Source: an optimization exercise on an open RTL-to-GDS flow (aim: small area). Production flows keep margins and buffers that such runs may drop.
In this exercise RTL edits were held to simulation tests only and were not proved equivalent to the original.

// ibis_texture_mapper
module ibis_texture_mapper
#(parameter TILE_SIZE_POW2_MAX = 9,
  parameter WIDTH = 11)
 (input wire logic aclk,
  input wire logic aresetn,
  input wire logic enable,
  input wire logic unsigned [6:0] write_registers,
  input wire logic unsigned [WIDTH - 1:0] x,
  input wire logic unsigned [WIDTH - 1:0] y,
  input wire logic unsigned [2:0] texture_power2,
  input wire logic signed [17:0] texture_matrixA,
  input wire logic signed [17:0] texture_matrixB,
  input wire logic signed [17:0] texture_matrixC,
  input wire logic signed [17:0] texture_matrixD,
  input wire logic signed [17:0] texture_translateX,
  input wire logic signed [17:0] texture_translateY,
  output logic unsigned [(TILE_SIZE_POW2_MAX * 2) - 1:0] map_address,
  output logic stencil_test,
  output logic stencil_step,
  output logic ready);
clock: 10.0 ns
lec_check: 0
cap_margin: 20
core_margin: 2
core_utilization: 40
slew_margin: 20
standard.sh (not shown) runs the stock make flow with config.mk's settings and CLKGATE_MAP_FILE= SYNTH_SCRIPT=/design/flow/synth_recipe.tcl, a recipe that flattens the netlist after the stock synthesis.
==> flow/flow/run.sh <==
#!/bin/bash
set -euo pipefail
export BUFFER_PORTS_ARGS="-buffer_cell sky130_fd_sc_hd__buf_1"
export RECOVER_POWER=100
bash standard.sh > standard.log 2>&1
The baseline completed and failed the layout checks on capacitance limit, slew limit.
Edit:
==> flow/run.sh (new file) <==
#!/bin/bash
# synth_recipe.tcl (not shown) runs the flow's synth.tcl, then flattens the netlist and writes it again
# the make line also repeats each setting of config.mk as NAME=value (left out here)
make -C /OpenROAD-flow-scripts/flow DESIGN_CONFIG=/design/flow/config.mk WORK_HOME=/design/flow/orfs CLKGATE_MAP_FILE= SYNTH_SCRIPT=/design/flow/synth_recipe.tcl finish
removed: flow/flow/run.sh
removed: flow/standard.sh
- This time the run completed without violations
- final area climbs by about 6%
- routed wire length climbs by about 2.3%
- critical path depth climbs by 2
Edit:
==> flow/flow/run.sh (new file) <==
#!/bin/bash
set -euo pipefail
export BUFFER_PORTS_ARGS="-buffer_cell sky130_fd_sc_hd__buf_1"
bash standard.sh > standard.log 2>&1
==> flow/standard.sh (new file) <==
#!/bin/bash
# synth_recipe.tcl (not shown) runs the flow's synth.tcl, then flattens the netlist and writes it again
# the make line also repeats each setting of config.mk as NAME=value (left out here)
make -C /OpenROAD-flow-scripts/flow DESIGN_CONFIG=/design/flow/config.mk WORK_HOME=/design/flow/orfs CLKGATE_MAP_FILE= SYNTH_SCRIPT=/design/flow/synth_recipe.tcl "${@:-finish}"
removed: flow/run.sh
What happened: The new run passed the timing, DRC and antenna checks. Worst setup slack improved by 0.0038 ns. Non-clock buffer count falls by 8. Die area does not change. Cell area falls by 5.1%. Cell count is about the same. Core utilization falls by 2.4 points. Worst hold slack barely changes. Global-route usage falls by 0.48 points. Routed wire length falls by 2.2%. Clock skew barely changes. Area after synthesis does not change.

* * *

== epsilon ==
Another version of the RTL of ibis_texture_mapper (not shown whole).
Size: roughly 200 flip-flops, ~12000 sq um of cells after synthesis.
export LEC_CHECK = 0
export ABC_AREA = 1
export CAP_MARGIN = 20
export CORE_MARGIN = 2
export CORE_UTILIZATION = 40
export SLEW_MARGIN = 20
create_clock -name core_clock -period 10.0 [get_ports {aclk}]
==> flow/flow/run.sh <==
#!/bin/bash
set -euo pipefail
here=$(pwd)
rm -rf "$here/orfs_scripts"
cp -r "$FLOW_HOME/scripts" "$here/orfs_scripts"
cp "$here/flow/abc_area.script" "$here/orfs_scripts/abc_area.script"
export SCRIPTS_DIR="$here/orfs_scripts"
export SYNTH_ARGS="-noabc"
export BUFFER_PORTS_ARGS="-buffer_cell sky130_fd_sc_hd__buf_1"
export CTS_ARGS="-sink_clustering_enable -repair_clock_nets -dont_use_dummy_load -sink_clustering_size 8 -sink_clustering_max_diameter 40 -buf_list sky130_fd_sc_hd__clkbuf_4"
bash standard.sh > standard.log 2>&1
==> flow/flow/abc_area.script <==
strash
dc2
dch -f
amap
topo
The following lists how alpha was set up differently from epsilon:
==> flow/flow/abc_area.script <==
strash
dc2
dch -f
map -a
topo
### Flow results
Relative to epsilon, total of fill cells in the finished design has gone up in alpha.
There was hardly any difference in fraction of area in registers between epsilon and alpha.
Compared with epsilon, in alpha period utilization decreased by 1.4 points relative to the old numbers; wire length decreased by about 9% relative to the old numbers.
The higher number of cells traversed by the worst register-to-register path came out of epsilon.
Area of the placeable core ends up lower on epsilon.
alpha — area growth from synthesis to final layout 1.7 points lower, epsilon as reference

* * *

Setup of JK:
ibis_texture_mapper, a different RTL version from the one above (not shown whole).
For scale: ~160 I/O pins.
clock: 10.0 ns
lec_check: 0
abc_area: 1
cap_margin: 20
core_margin: 2
core_utilization: 40
slew_margin: 20
==> flow/flow/run.sh <==
#!/bin/bash
set -euo pipefail
export SYNTH_ARGS="-noabc"
export BUFFER_PORTS_ARGS="-buffer_cell sky130_fd_sc_hd__buf_1"
export CTS_ARGS="-sink_clustering_enable -repair_clock_nets -dont_use_dummy_load -sink_clustering_size 8 -sink_clustering_max_diameter 40 -buf_list sky130_fd_sc_hd__clkbuf_4"
bash standard.sh > standard.log 2>&1
Having completed the whole flow, JK delivered a layout that passed the timing, DRC and antenna checks.
For MS, these inputs were changed with respect to JK:
diff --git a/flow/flow/run.sh b/flow/flow/run.sh
--- a/flow/flow/run.sh
+++ b/flow/flow/run.sh
@@ -2,2 +2,7 @@
 set -euo pipefail
+here=$(pwd)
+rm -rf "$here/orfs_scripts"
+cp -r "$FLOW_HOME/scripts" "$here/orfs_scripts"
+cp "$here/flow/abc_area.script" "$here/orfs_scripts/abc_area.script"
+export SCRIPTS_DIR="$here/orfs_scripts"
 export SYNTH_ARGS="-noabc"
==> flow/flow/abc_area.script (new file) <==
strash
dc2
&get -n
&dch -f
&nf -a -R 1000
&put
topo
stime -c
buffer -c
upsize -c
dnsize -c
### Flow results
- The final layout from JK, which completed every stage, passed the timing, DRC and antenna checks at the end of the flow.
- Having completed the whole flow, MS delivered a layout that passed the timing, DRC and antenna checks.
- Comparing JK and MS, the higher core utilization is on MS.
- In MS the worst reg-to-reg path cell count turned out 9 higher than in JK.
- Wire: MS routes less than JK
- Worst setup slack down 0.68 ns in MS wrt JK
- The lower sequential share of layout area of JK and MS is in JK.
- Of the two values seen for source of the critical timing path, r_js[2]$_SDFFE_PN0P_ was produced by JK and enable by MS.
- Lower design area among JK and MS: MS
- MS vs JK: logic depth of the worst path, buffers included up by more than 10%
- Cmp JK and MS / synthesized area / lower: MS
[inputs] AL vs MS
==> flow/flow/run.sh <==
#!/bin/bash
set -euo pipefail
export SYNTH_ARGS="-noabc"
export BUFFER_PORTS_ARGS="-buffer_cell sky130_fd_sc_hd__buf_1"
export CTS_ARGS="-sink_clustering_enable -repair_clock_nets -dont_use_dummy_load -sink_clustering_size 5 -sink_clustering_max_diameter 30 -buf_list sky130_fd_sc_hd__clkbuf_2"
bash standard.sh > standard.log 2>&1
removed: flow/flow/abc_area.script
--- outcome ---
- Across AL and MS, the outcome is the same: a clean finish for every run.
- Diff MS -> AL: number of placed instances with taps included went up by 214; number of logic inverters in the finished layout went up by 150%.
- Going from MS to AL, the die area was enlarged.
- Diff MS -> AL: number of buffers other than clock buffers in the final layout went down, number of cells on the worst hold path went down, routed length on met3 went down.
#### Input delta (TR over AL)
==> flow/flow/run.sh <==
#!/bin/bash
set -euo pipefail
export SYNTH_ARGS="-noabc"
export BUFFER_PORTS_ARGS="-buffer_cell sky130_fd_sc_hd__buf_1"
export CTS_ARGS="-sink_clustering_enable -repair_clock_nets -dont_use_dummy_load -sink_clustering_size 16 -sink_clustering_max_diameter 60 -buf_list sky130_fd_sc_hd__clkbuf_8"
bash standard.sh > standard.log 2>&1
==> run notes <==
On design area, AL tracks TR almost exactly. When TR is set beside AL, its final non-filler cell total turns out to be about 1.8% smaller. TR against AL: H-tree depth lost 1; fraction of final layout cells with drive strength greater than 1 lost 2.1 points.
For PW, these inputs were changed with respect to TR:
==> flow/flow/run.sh <==
#!/bin/bash
set -euo pipefail
here=$(pwd)
rm -rf "$here/orfs_scripts"
cp -r "$FLOW_HOME/scripts" "$here/orfs_scripts"
cp "$here/flow/abc_area.script" "$here/orfs_scripts/abc_area.script"
export SCRIPTS_DIR="$here/orfs_scripts"
export SYNTH_ARGS="-noabc"
export BUFFER_PORTS_ARGS="-buffer_cell sky130_fd_sc_hd__buf_1"
export CTS_ARGS="-sink_clustering_enable -repair_clock_nets -dont_use_dummy_load -sink_clustering_size 8 -sink_clustering_max_diameter 40 -buf_list sky130_fd_sc_hd__clkbuf_4"
bash standard.sh > standard.log 2>&1
==> flow/flow/abc_area.script (new file) <==
strash
dc2
dch -f
map -a
topo
## What came out
PW reached the final stage; the timing, DRC and antenna checks on its layout passed. Between PW and TR, number of well taps is lower for PW, TR comes in above that. Side by side, global routing usage on met2 turned out lower in PW than in TR. Per the comparison of PW with TR, via count went down; wire length shrank by 8.9%. Diff TR -> PW: clock-buffer cell count went up by about 57%, global-route met1 utilization now larger, register fraction of the total cell area now larger.

* * *

run A:
ibis_texture_mapper, a different RTL version from the one above (not shown whole).
Size in the first run: about 1300 cells after synthesis, roughly 200 flip-flops, ~15000 um2 of cells after synthesis.
Settings: LEC_CHECK=0, CAP_MARGIN=20, CORE_MARGIN=2, CORE_UTILIZATION=40, SLEW_MARGIN=20; clock period 10.0 ns.
==> flow/flow/run.sh <==
#!/bin/bash
set -euo pipefail
export BUFFER_PORTS_ARGS="-buffer_cell sky130_fd_sc_hd__buf_1"
export CTS_ARGS="-sink_clustering_enable -repair_clock_nets -dont_use_dummy_load -buf_list sky130_fd_sc_hd__clkbuf_8"
bash standard.sh > standard.log 2>&1
diff inputs: run A => run B
==> flow/flow/run.sh <==
#!/bin/bash
set -euo pipefail
export BUFFER_PORTS_ARGS="-buffer_cell sky130_fd_sc_hd__buf_1"
export CTS_ARGS="-sink_clustering_enable -repair_clock_nets -dont_use_dummy_load -sink_clustering_size 8 -sink_clustering_max_diameter 40 -buf_list sky130_fd_sc_hd__clkbuf_4"
bash standard.sh > standard.log 2>&1
### Flow results
Total wirelength of the detailed-routed design, run B and run A: larger value in run A
The clock-cell share of area number comes out lower for run B vs run A.
Count of input and output buffers: run A vs run B — no meaningful difference
Compared run B against run A; fraction of area in non-clock buffers within noise.
[compare] base=run A new=run B: final instance area decreased by 230 um2 relative to the old numbers.

## re-timing with driven ports
Ports are ideal in the flow. The routed layouts listed here were re-timed in OpenROAD.
Step 1 sets driving cells, clkbuf_16 on the clock port and buf_2 on the other inputs (assumed; they add their load-dependent delay and slew).
Step 2 moves the port delays by t, midway between the first and last clock arrival at a register: inputs arrive t later, outputs are due t later. That takes back most of the time a late clock gives input paths.
Three values: no drivers, after step 1, after step 2; two values: the first two.
| run | t, ns | setup WS [ns] | worst setup path at the end |
|---|---|---|---|
| the first run of note 1 | 0.540 | 0.815 / 0.815 / 0.815 | register to register |
| the second run of note 1 | 0.552 | 1.006 / 1.006 / 1.006 | register to register |
| the third run of note 1 | 0.539 | 1.010 / 1.010 / 1.010 | register to register |
| epsilon | 0.631 | 0.703 / 0.695 / 0.063 | input to register |
| alpha | 0.628 | 0.843 / 0.845 / 0.217 | input to register |
| JK | 0.712 | 1.389 / 1.389 / 0.836 | input to register |
| MS | 0.695 | 0.707 / 0.723 / 0.028 | input to register |
| AL | 0.974 | 1.409 / 1.409 / 0.880 | input to register |
| TR | 0.593 | 1.350 / 1.350 / 0.878 | input to register |
| PW | 0.708 | 0.819 / 0.819 / 0.269 | input to register |
| run A | 0.587 | 0.581 / 0.581 / 0.581 | register to register |
| run B | 0.709 | 0.590 / 0.590 / 0.590 | register to register |
The setup slack of MS, which loses most, moves by +0.016 ns with the drivers and by -0.679 ns with both steps.
